This design comes from an exercise in tuning for small area on the open sky130 flow, not from production work. In this exercise RTL edits were held to simulation tests only and were not proved equivalent to the original.

## pintest
module pintest 
(
	input wire			CLK100_P,
	input wire			rst,  
	output wire[8:0]	D2IO_n,
	output wire[8:0]	D2IO_p,
	output wire[4:0]	D2I_n,
	output wire[4:0]	D2I_p,
	output wire[5:0]	D3IO_n,
	input wire			TestClock,
	output wire			D3IO_n7,  
	output wire[7:0]	D3IO_p,
	output wire[7:0]	D3I_n,
	output wire[7:0]	D3I_p,
	output wire[7:0]	D6IO_n,
	output wire[7:0]	D6IO_p,
	output wire[7:0]	D6I_n,
	output wire[7:0]	D6I_p,
	output wire[3:0]	LED,
	output wire[7:0]	S0,
	output wire[11:0]	S1,
	output wire[6:0]	S8,
	output wire[0:0]	S6
);
localparam GND = 7'd23;  
localparam [19:0] TMO_INV   = 20'h55555;
localparam [17:0] BLINK_INV = 18'h15555;
localparam [2:0]  SYNC_INV  = 3'b010;
reg [6:0]  pos_out;      
reg        inc;          
reg [2:0]  sync_q;
reg        last_testclk;
reg        por;          
reg [19:0] tmo_q;        
reg [17:0] blink_q;      
reg        led1;
wire [2:0]  sync_testclk = sync_q ^ SYNC_INV;
wire [19:0] tmo   = tmo_q ^ TMO_INV;
wire [17:0] blink = blink_q ^ BLINK_INV;
wire tmo_mid  = &tmo[18:1];
wire tmo_ones = tmo_mid & tmo[0];
wire timeout  = tmo_ones & tmo[19];
wire reset    = por | timeout;
wire clr      = rst | por;             
wire edge_tc  = sync_testclk[0] & ~last_testclk;
wire por_end  = tmo_mid & tmo[19] & ~tmo[0] & ~last_testclk;
wire [6:0] pos = (reset | por_end) ? 7'd0 : pos_out + {6'd0, inc};
reg [19:0] tmo_next;
always @*
begin
	if (rst)
		tmo_next = 20'hDB6FF;          
	else if (sync_testclk[0])
		tmo_next = 20'hFFFFE;          
	else
		tmo_next = {tmo[18:0], ~(tmo[19] ^ tmo[2]) | (tmo_ones & ~por)};
end
always @(posedge CLK100_P)
begin
	por <= rst | (por & ~tmo_ones);
	tmo_q <= tmo_next ^ TMO_INV;
	sync_q <= (clr ? 3'b0 : {TestClock, sync_testclk[2:1]}) ^ SYNC_INV;
	last_testclk <= sync_testclk[0] & ~timeout;
	inc     <= edge_tc & ~reset;
	pos_out <= clr ? GND : pos;
	blink_q <= (clr ? 18'h3FFFE : {blink[16:0], ~(blink[17] ^ blink[10]) ^ (&blink[16:0])}) ^ BLINK_INV;
	led1    <= ~clr & (led1 ^ (&blink));
end
  ...
Size: ~340 cells after synthesis, roughly 130 I/O pins, ~0.0024 mm² of cells after synthesis.
clock: 10.0 ns
lec_check: 0
cap_margin: 20
core_margin: 2
core_utilization: 40
slew_margin: 20
standard.sh (not shown) runs the stock make flow with config.mk's settings and CLKGATE_MAP_FILE= SYNTH_SCRIPT=/design/flow/synth_recipe.tcl, a recipe that flattens the netlist after the stock synthesis.
==> flow/flow/run.sh <==
#!/bin/bash
set -euo pipefail
export BUFFER_PORTS_ARGS="-buffer_cell sky130_fd_sc_hd__buf_1"
export CTS_ARGS="-sink_clustering_enable -repair_clock_nets -dont_use_dummy_load -buf_list {sky130_fd_sc_hd__clkbuf_4 sky130_fd_sc_hd__clkbuf_8} -root_buf sky130_fd_sc_hd__clkbuf_8 -sink_clustering_size 30"
bash standard.sh > flow.log 2>&1
==> next run, changes <==
--- a/flow/design.v
+++ b/flow/design.v
@@ -18,58 +18,52 @@
 	output wire[7:0]	D6I_p,
 	output wire[3:0]	LED,
 	output wire[7:0]	S0,
 	output wire[11:0]	S1,
 	output wire[6:0]	S8,
 	output wire[0:0]	S6
 );
 localparam GND = 7'd23;  
-localparam [19:0] TMO_INV   = 20'h55555;
-localparam [17:0] BLINK_INV = 18'h15555;
-localparam [2:0]  SYNC_INV  = 3'b010;
 reg [6:0]  pos_out;      
 reg        inc;          
-reg [2:0]  sync_q;
+reg [2:0]  sync_testclk;
 reg        last_testclk;
 reg        por;          
-reg [19:0] tmo_q;        
-reg [17:0] blink_q;      
+reg [19:0] tmo;          
+reg [17:0] blink;        
 reg        led1;
-wire [2:0]  sync_testclk = sync_q ^ SYNC_INV;
-wire [19:0] tmo   = tmo_q ^ TMO_INV;
-wire [17:0] blink = blink_q ^ BLINK_INV;
 wire tmo_mid  = &tmo[18:1];
 wire tmo_ones = tmo_mid & tmo[0];
 wire timeout  = tmo_ones & tmo[19];
 wire reset    = por | timeout;
 wire clr      = rst | por;             
 wire edge_tc  = sync_testclk[0] & ~last_testclk;
 wire por_end  = tmo_mid & tmo[19] & ~tmo[0] & ~last_testclk;
 wire [6:0] pos = (reset | por_end) ? 7'd0 : pos_out + {6'd0, inc};
-reg [19:0] tmo_next;
-always @*
-begin
-	if (rst)
-		tmo_next = 20'hDB6FF;          
-	else if (sync_testclk[0])
-		tmo_next = 20'hFFFFE;          
-	else
-		tmo_next = {tmo[18:0], ~(tmo[19] ^ tmo[2]) | (tmo_ones & ~por)};
-end
 always @(posedge CLK100_P)
 begin
 	por <= rst | (por & ~tmo_ones);
-	tmo_q <= tmo_next ^ TMO_INV;
-	sync_q <= (clr ? 3'b0 : {TestClock, sync_testclk[2:1]}) ^ SYNC_INV;
+	if (rst)
+		tmo <= 20'hDB6FF;              
+	else if (sync_testclk[0])
+		tmo <= 20'hFFFFE;              
+	else
+		tmo <= {tmo[18:0], ~(tmo[19] ^ tmo[2]) | (tmo_ones & ~por)};
+	sync_testclk <= clr ? 3'b0 : {TestClock, sync_testclk[2:1]};
 	last_testclk <= sync_testclk[0] & ~timeout;
 	inc     <= edge_tc & ~reset;
 	pos_out <= clr ? GND : pos;
-	blink_q <= (clr ? 18'h3FFFE : {blink[16:0], ~(blink[17] ^ blink[10]) ^ (&blink[16:0])}) ^ BLINK_INV;
-	led1    <= ~clr & (led1 ^ (&blink));
+	if (clr) begin
+		blink <= 18'h3FFFE;
+		led1  <= 1'b0;
+	end else begin
+		blink <= {blink[16:0], ~(blink[17] ^ blink[10]) ^ (&blink[16:0])};
+		led1  <= led1 ^ (&blink);
+	end
 end
 assign LED[0] = por;
 assign LED[1] = led1;
 assign LED[2] = ~reset;
 assign LED[3] = pos[0];
 wire [127:0] pins = 128'd1 << pos_out;
 assign S0[5]    = pins[0];  
 assign S1[3]    = pins[1];  
The new run passed the timing, DRC and antenna checks.
Final cell count came out higher by 1.2%.
Design area came out higher by 3.3%.
Area after synthesis came out higher by 3.7%.
Via count came out higher by 2.4%.
Worst hold slack is better by 37 ps.

static timing again, ports no longer ideal:
The flow's constraints put no driver on any port. The routed layouts listed below were extracted and timed again, unchanged, in two steps. Step 1 sets driving cells, clkbuf_16 on the clock port and buf_2 on the other inputs (assumed; they add their load-dependent delay and slew). Step 2 times the ports against the registers' clock, not the clock port: input delays grow and output delays shrink by t, the midpoint of the rising clock arrivals with the driver on. a / b / c = ideal ports / drivers / drivers and shift; a / b = the first two.
run | t, ns | setup WS [ns] | worst setup path at the end | worst register clock-pin slew, ns | cell pins on the clock port's net
the first run | 0.322 | 5.707 / 5.683 / 6.005 | register to output | 0.09 / 0.09 | 1
the second run | 0.319 | 6.130 / 6.105 / 6.424 | register to output | 0.09 / 0.09 | 1
After both steps setup and hold are still met in every run listed.
